Source: an optimization exercise on an open RTL-to-GDS flow (aim: small area). Production flows keep margins and buffers that such runs may drop.
In this exercise RTL edits were held to simulation tests only and were not proved equivalent to the original.
No activity file was given, so power comes from the tool's default toggle rates.

==> flow/design.v <==
module uart_tx (
    input  wire        clk_i,
    input  wire        rst_n_i,
    input  wire        cfg_en_i,
    input  wire [11:0] cfg_div_i,
    input  wire [ 1:0] cfg_bits_i,
    input  wire        cfg_parity_en_i,
    input  wire        cfg_stop_bits_i,
    output reg         tx_o,
    output reg         tx_busy_o,
    input  wire [ 7:0] tx_data_i,
    input  wire        tx_vld_i,
    output reg         tx_rdy_o
);
    localparam [2:0] IDLE = 3'd0, START = 3'd1, DATA = 3'd2, PARITY = 3'd3, STOP = 3'd4;
    reg  [ 2:0] state;
    reg  [ 2:0] state_next;
    reg  [ 2:0] cnt;
    reg  [ 7:0] data;
    reg         parity;
    reg  [ 1:0] stop;
    reg  [11:0] baud;
    wire        bit_done  = baud == cfg_div_i;
    wire        data_done = cnt[2] && (cnt[1:0] == cfg_bits_i) && bit_done;
    wire        stop_done = (!cfg_stop_bits_i || stop[1]) && stop[0];
    always @(posedge clk_i) begin
        if (!tx_busy_o || bit_done) baud <= 12'h0;
        else baud <= baud + 12'd1;
    end
    always @(*) begin
        case (state)
            IDLE:    state_next = tx_vld_i ? START : IDLE;
            START:   state_next = bit_done ? DATA : START;
            DATA:    state_next = data_done ? (cfg_parity_en_i ? PARITY : STOP) : DATA;
            PARITY:  state_next = bit_done ? STOP : PARITY;
            STOP:    state_next = stop_done ? IDLE : STOP;
            default: state_next = IDLE;
        endcase
    end
    always @(posedge clk_i or negedge rst_n_i) begin
        if (!rst_n_i) begin
            state     <= IDLE;
            tx_o      <= 1'b0;
            tx_busy_o <= 1'b0;
        end else begin
            state     <= cfg_en_i ? state_next : IDLE;
            tx_busy_o <= state_next != IDLE;
            case (state)
                START:   tx_o <= 1'b0;
                DATA:    tx_o <= data[0];
                PARITY:  tx_o <= parity;
                default: tx_o <= 1'b1;
            endcase
        end
    end
    always @(posedge clk_i) begin
        tx_rdy_o <= state == START && bit_done;
        if (state == DATA) begin
            if (bit_done) begin
                parity <= parity ^ data[0];
                cnt    <= cnt + 3'd1;
            end
        end else if (state == START) begin
            parity <= 1'b0;
            cnt    <= 3'd0;
        end
        if (bit_done) begin
            data    <= (state == START) ? tx_data_i : {1'b0, data[7:1]};
            stop[0] <= state == STOP;
            stop[1] <= stop[0];
        end
    end
endmodule
module uart_rx (
    input  wire        clk_i,
    input  wire        rst_n_i,
    input  wire        cfg_en_i,
    input  wire [11:0] cfg_div_i,
    input  wire        cfg_parity_en_i,
    input  wire [ 1:0] cfg_bits_i,
    input  wire        rx_i,
    input  wire        rx_rdy_i,
    output reg         rx_vld_o,
    output reg  [ 7:0] rx_data_o
);
    localparam [2:0] IDLE = 3'd0, START = 3'd1, DATA = 3'd2, PARITY = 3'd3, STOP = 3'd4;
    reg  [ 2:0] state;
    reg  [ 2:0] state_next;
    reg  [ 2:0] cnt;
    reg         parity;
    reg         busy;
    reg  [11:0] baud;
    wire        bit_done  = baud == cfg_div_i;
    wire        half_done = baud == {1'b0, cfg_div_i[11:1]};
    wire        data_done = cnt[2] && (cnt[1:0] == cfg_bits_i) && half_done;
    wire [ 3:0] next_7_4  = {
        cfg_bits_i == 2'd3 ? rx_i : 1'b0,
        cfg_bits_i == 2'd2 ? rx_i : rx_data_o[7],
        cfg_bits_i == 2'd1 ? rx_i : rx_data_o[6],
        cfg_bits_i == 2'd0 ? rx_i : rx_data_o[5]
    };
    always @(posedge clk_i) begin
        if (!busy || bit_done) baud <= 12'h0;
        else baud <= baud + 12'd1;
    end
    always @(*) begin
        case (state)
            IDLE:    state_next = !rx_i ? START : IDLE;
            START:   state_next = half_done ? (rx_i ? IDLE : DATA) : START;
            DATA:    state_next = data_done ? (cfg_parity_en_i ? PARITY : STOP) : DATA;
            PARITY:  state_next = half_done ? STOP : PARITY;
            STOP:    state_next = half_done ? IDLE : STOP;
            default: state_next = IDLE;
        endcase
    end
    always @(posedge clk_i or negedge rst_n_i) begin
        if (!rst_n_i) begin
            state    <= IDLE;
            busy     <= 1'b0;
            rx_vld_o <= 1'b0;
        end else begin
            state <= cfg_en_i ? state_next : IDLE;
            busy  <= state_next != IDLE;
            if (state == STOP && half_done) rx_vld_o <= cfg_parity_en_i ? !parity : 1'b1;
            else if (rx_rdy_i || state == START) rx_vld_o <= 1'b0;
        end
    end
    always @(posedge clk_i) begin
        if (state == DATA) begin
            if (half_done) begin
                rx_data_o <= {next_7_4, rx_data_o[4:1]};
                cnt       <= cnt + 3'd1;
            end
        end else if (state == START) begin
            rx_data_o <= 8'h0;
            cnt       <= 3'd0;
        end
        if (state == IDLE) parity <= 1'b0;
        else if (half_done && (state == DATA || state == PARITY)) parity <= parity ^ rx_i;
    end
endmodule
module sync_fifo #(
    parameter RST_DATA = 1
) (
    input  wire       clk_i,
    input  wire       rstn_i,
    output wire       wr_rdy_o,
    input  wire       wr_vld_i,
    input  wire [7:0] wr_data_i,
    input  wire       rd_rdy_i,
    output reg        rd_vld_o,
    output reg  [7:0] rd_data_o,
    output wire [3:0] elem_cnt_o
);
    reg  [3:0] cnt;
    reg  [7:0] line [0:7];
    wire       full  = cnt[3];
    wire       empty = ~|cnt;
    wire       wr    = wr_vld_i & ~full;
    wire       pre   = ~rd_vld_o | rd_rdy_i;
    wire       rd    = pre & ~empty;
    assign wr_rdy_o   = ~full;
    assign elem_cnt_o = cnt;
    always @(posedge clk_i or negedge rstn_i) begin
        if (!rstn_i) begin
            cnt      <= 4'd0;
            rd_vld_o <= 1'b0;
        end else begin
            if (wr & ~rd) cnt <= cnt + 4'd1;
            else if (rd & ~wr) cnt <= cnt - 4'd1;
            if (pre) rd_vld_o <= ~empty;
        end
    end
    always @(posedge clk_i) begin
        if (pre) rd_data_o <= (cnt[2:0] == 3'd0) ? line0 : line[cnt[2:0]];
    end
    wire [7:0] line0;
    generate
        if (RST_DATA) begin : g_seen
            reg [2:0] wcnt;
            reg       seen;
            always @(posedge clk_i or negedge rstn_i) begin
                if (!rstn_i) begin
                    wcnt <= 3'd0;
                    seen <= 1'b0;
                end else if (wr) begin
                    wcnt <= wcnt + 3'd1;
                    if (&wcnt) seen <= 1'b1;
                end
            end
            assign line0 = line[0] & {8{seen}};
        end else begin : g_noseen
            assign line0 = line[0];
        end
    endgenerate
    integer i;
    always @(posedge clk_i) begin
        if (wr) begin
            line[1] <= wr_data_i;
            for (i = 2; i < 8; i = i + 1) line[i] <= line[i-1];
            line[0] <= line[7];
        end
    end
endmodule
module uart_fifo (
    input  wire        clk_i,
    input  wire        rst_n_i,
    input  wire        cfg_en_i,
    input  wire [11:0] cfg_div_i,
    input  wire        cfg_parity_en_i,
    input  wire [ 1:0] cfg_bits_i,
    input  wire        cfg_stop_bits_i,
    input  wire        rx_i,
    output wire        tx_o,
    output wire        tx_busy_o,
    input  wire        wr_vld_i,
    input  wire [ 7:0] wr_data_i,
    output wire        wr_rdy_o,
    output wire [ 3:0] tx_cnt_o,
    output wire        rd_vld_o,
    output wire [ 7:0] rd_data_o,
    input  wire        rd_rdy_i,
    output wire [ 3:0] rx_cnt_o
);
    wire       tx_rdy;
    wire       tx_vld;
    wire [7:0] tx_data;
    wire       rx_rdy;
    wire       rx_vld;
    wire [7:0] rx_data;
    sync_fifo #(
        .RST_DATA(1)
    ) fifo_tx (
        .clk_i     (clk_i),
        .rstn_i    (rst_n_i),
        .wr_rdy_o  (wr_rdy_o),
        .wr_vld_i  (wr_vld_i),
        .wr_data_i (wr_data_i),
        .rd_rdy_i  (tx_rdy),
        .rd_vld_o  (tx_vld),
        .rd_data_o (tx_data),
        .elem_cnt_o(tx_cnt_o)
    );
    uart_tx tx_u (
        .clk_i          (clk_i),
        .rst_n_i        (rst_n_i),
        .cfg_en_i       (cfg_en_i),
        .cfg_div_i      (cfg_div_i),
        .cfg_bits_i     (cfg_bits_i),
        .cfg_parity_en_i(cfg_parity_en_i),
        .cfg_stop_bits_i(cfg_stop_bits_i),
        .tx_o           (tx_o),
        .tx_busy_o      (tx_busy_o),
        .tx_data_i      (tx_data),
        .tx_vld_i       (tx_vld),
        .tx_rdy_o       (tx_rdy)
    );
    uart_rx rx_u (
        .clk_i          (clk_i),
        .rst_n_i        (rst_n_i),
        .cfg_en_i       (cfg_en_i),
        .cfg_div_i      (cfg_div_i),
        .cfg_parity_en_i(cfg_parity_en_i),
        .cfg_bits_i     (cfg_bits_i),
        .rx_i           (rx_i),
        .rx_rdy_i       (rx_rdy),
        .rx_vld_o       (rx_vld),
        .rx_data_o      (rx_data)
    );
    sync_fifo #(
        .RST_DATA(0)
    ) fifo_rx (
        .clk_i     (clk_i),
        .rstn_i    (rst_n_i),
        .wr_rdy_o  (rx_rdy),
        .wr_vld_i  (rx_vld),
        .wr_data_i (rx_data),
        .rd_rdy_i  (rd_rdy_i),
        .rd_vld_o  (rd_vld_o),
        .rd_data_o (rd_data_o),
        .elem_cnt_o(rx_cnt_o)
    );
endmodule
Settings: LEC_CHECK=0, CAP_MARGIN=20, CORE_MARGIN=2, CORE_UTILIZATION=40, SLEW_MARGIN=20; clock period 5.0 ns.
standard.sh (not shown) runs the stock make flow with config.mk's settings and CLKGATE_MAP_FILE= SYNTH_SCRIPT=/design/flow/synth_recipe.tcl, a recipe that flattens the netlist after the stock synthesis.
==> flow/flow/run.sh <==
#!/bin/bash
# Own layout flow: the standard flow (standard.sh, with the standard
# synthesis unchanged), except that
#  - the port buffers are sky130_fd_sc_hd__buf_1 (every port still gets one),
#  - the clock tree is built from clkbuf_4 with larger sink clusters and
#    without the dummy loads CTS adds for balancing.
# make's full output goes to flow_make.log; ORFS's per-step logs stay in orfs/logs.
set -euo pipefail
cd "$(dirname "${BASH_SOURCE[0]}")/.."
bash standard.sh \
  "BUFFER_PORTS_ARGS=-buffer_cell sky130_fd_sc_hd__buf_1" \
  "CTS_ARGS=-sink_clustering_enable -repair_clock_nets -dont_use_dummy_load -buf_list sky130_fd_sc_hd__clkbuf_16 -sink_clustering_size 30 -sink_clustering_max_diameter 100" \
  finish > flow_make.log 2>&1
Next try:
--- a/flow/flow/run.sh
+++ b/flow/flow/run.sh
@@ -10,4 +10,4 @@
 bash standard.sh \
   "BUFFER_PORTS_ARGS=-buffer_cell sky130_fd_sc_hd__buf_1" \
-  "CTS_ARGS=-sink_clustering_enable -repair_clock_nets -dont_use_dummy_load -buf_list sky130_fd_sc_hd__clkbuf_16 -sink_clustering_size 30 -sink_clustering_max_diameter 100" \
+  "CTS_ARGS=-sink_clustering_enable -repair_clock_nets -dont_use_dummy_load -buf_list sky130_fd_sc_hd__clkbuf_8 -sink_clustering_size 16 -sink_clustering_max_diameter 60" \
   finish > flow_make.log 2>&1
The changed run went through all stages and came out clean. Power goes down by 0.39%. Design area stays the same. Via count goes up by 0.76%. Core utilization does not change. Sequential cell count is unchanged.
Next try:
==> flow/flow/run.sh (replaced) <==
#!/bin/bash
# Own layout flow, built on the standard flow (standard.sh):
#  1. Synthesis is the standard synthesis script (synth_recipe.tcl, via
#     standard.sh) with one change: ABC maps the combinational logic with an
#     area-oriented script (flow/abc_area_map.script: repeated dch + amap)
#     instead of ORFS's abc_speed.script. Flip-flops are mapped by dfflibmap
#     before ABC runs, so the registers, their names and cells are the
#     standard synthesis's. ORFS's scripts are copied into this work folder
#     and only abc_speed.script is replaced in the copy.
#  2. Floorplan to finish is standard.sh with ORFS's own scripts, except that
#     the port buffers are sky130_fd_sc_hd__buf_1 (every port still gets one)
#     and the clock tree uses clkbuf_8 with larger sink clusters and no dummy
#     loads.
# Each make call's full output goes to its own log in this folder; ORFS's
# per-step logs are in orfs/logs.
set -euo pipefail
cd "$(dirname "${BASH_SOURCE[0]}")/.."
rm -rf synth_scripts
cp -r "$FLOW_HOME/scripts" synth_scripts
cp flow/abc_area_map.script synth_scripts/abc_speed.script
bash standard.sh "SCRIPTS_DIR=$PWD/synth_scripts" ABC_AREA=0 synth > flow_synth.log 2>&1
bash standard.sh \
  "BUFFER_PORTS_ARGS=-buffer_cell sky130_fd_sc_hd__buf_1" \
  "CTS_ARGS=-sink_clustering_enable -repair_clock_nets -dont_use_dummy_load -buf_list sky130_fd_sc_hd__clkbuf_8 -sink_clustering_size 16 -sink_clustering_max_diameter 60" \
  finish > flow_layout.log 2>&1
==> flow/flow/abc_area_map.script (new file) <==
strash
dch
amap
strash
dch -f
amap
strash
dch -f
amap
strash
dch -f
amap
topo
stime -c
- CAP_MARGIN: 20 -> 0
- CORE_UTILIZATION: 40 -> 65
- SLEW_MARGIN: 20 -> 0
What happened: Sequential share of layout area is higher by 3.9 points; cell count is lower by roughly a tenth; clock-buffer cell count is lower by 2; sequential power stays flat; worst setup slack loses 0.90 ns; power is lower by a few percent; clock power is lower by a few percent; global-route usage is higher by 9.6 points; fmax is lower by about a fifth.
Next try:
--- a/flow/flow/run.sh
+++ b/flow/flow/run.sh
@@ -7,5 +7,7 @@
 #     before ABC runs, so the registers, their names and cells are the
 #     standard synthesis's. ORFS's scripts are copied into this work folder
-#     and only abc_speed.script is replaced in the copy.
+#     and only abc_speed.script is replaced in the copy. The adders are left
+#     to ABC as well (ADDER_MAP_FILE empty) instead of being mapped to
+#     ha/fa cells beforehand.
 #  2. Floorplan to finish is standard.sh with ORFS's own scripts, except that
 #     the port buffers are sky130_fd_sc_hd__buf_1 (every port still gets one)
@@ -19,5 +21,5 @@
 cp -r "$FLOW_HOME/scripts" synth_scripts
 cp flow/abc_area_map.script synth_scripts/abc_speed.script
-bash standard.sh "SCRIPTS_DIR=$PWD/synth_scripts" ABC_AREA=0 synth > flow_synth.log 2>&1
+bash standard.sh "SCRIPTS_DIR=$PWD/synth_scripts" ABC_AREA=0 ADDER_MAP_FILE= synth > flow_synth.log 2>&1
 bash standard.sh \
   "BUFFER_PORTS_ARGS=-buffer_cell sky130_fd_sc_hd__buf_1" \
- GPL_TIMING_DRIVEN: not set -> 0
Outcome: Setup slack is better by 0.44 ns; combinational power shrinks by about 30%; cell area shrinks by 1.9%; global-route usage shrinks by 0.35 points; total power shrinks by about 15%; sequential share of layout area grows by 1.3 points.

## separate check: timing with driven ports
Ports are ideal in the flow. The routed layouts listed here were re-timed in OpenROAD.
Step 1 (the two cells are an assumption about what drives the block):
set clk [get_ports {clk_i}]
set_driving_cell -lib_cell sky130_fd_sc_hd__clkbuf_16 $clk
set_driving_cell -lib_cell sky130_fd_sc_hd__buf_2 [delete_from_list [all_inputs] $clk]
Step 2 moves the port delays by t, midway between the first and last clock arrival at a register: inputs arrive t later, outputs are due t later. That takes back most of the time a late clock gives input paths.
Slacks: ideal / step 1 / step 2; pairs: ideal / step 1.
run | t, ns | slack for setup (ns) | worst setup path at the end | clock arrival spread, ns | worst data-port slew with drivers (ns)
the first run | 0.497 | 1.840 / 1.864 / 1.367 | input to register | 0.026 / 0.026 | 0.07
the second run | 0.533 | 1.851 / 1.868 / 1.335 | input to register | 0.050 / 0.050 | 0.06
the third run | 0.532 | 0.954 / 0.954 / 0.954 | register to register | 0.061 / 0.061 | 0.04
the fourth run | 0.518 | 1.392 / 1.392 / 1.340 | input to register | 0.055 / 0.055 | 0.04
After both steps every run listed still meets setup and hold. For the second run, which loses most, drivers alone change the setup slack by +0.017 ns; drivers and shift together by -0.516 ns.
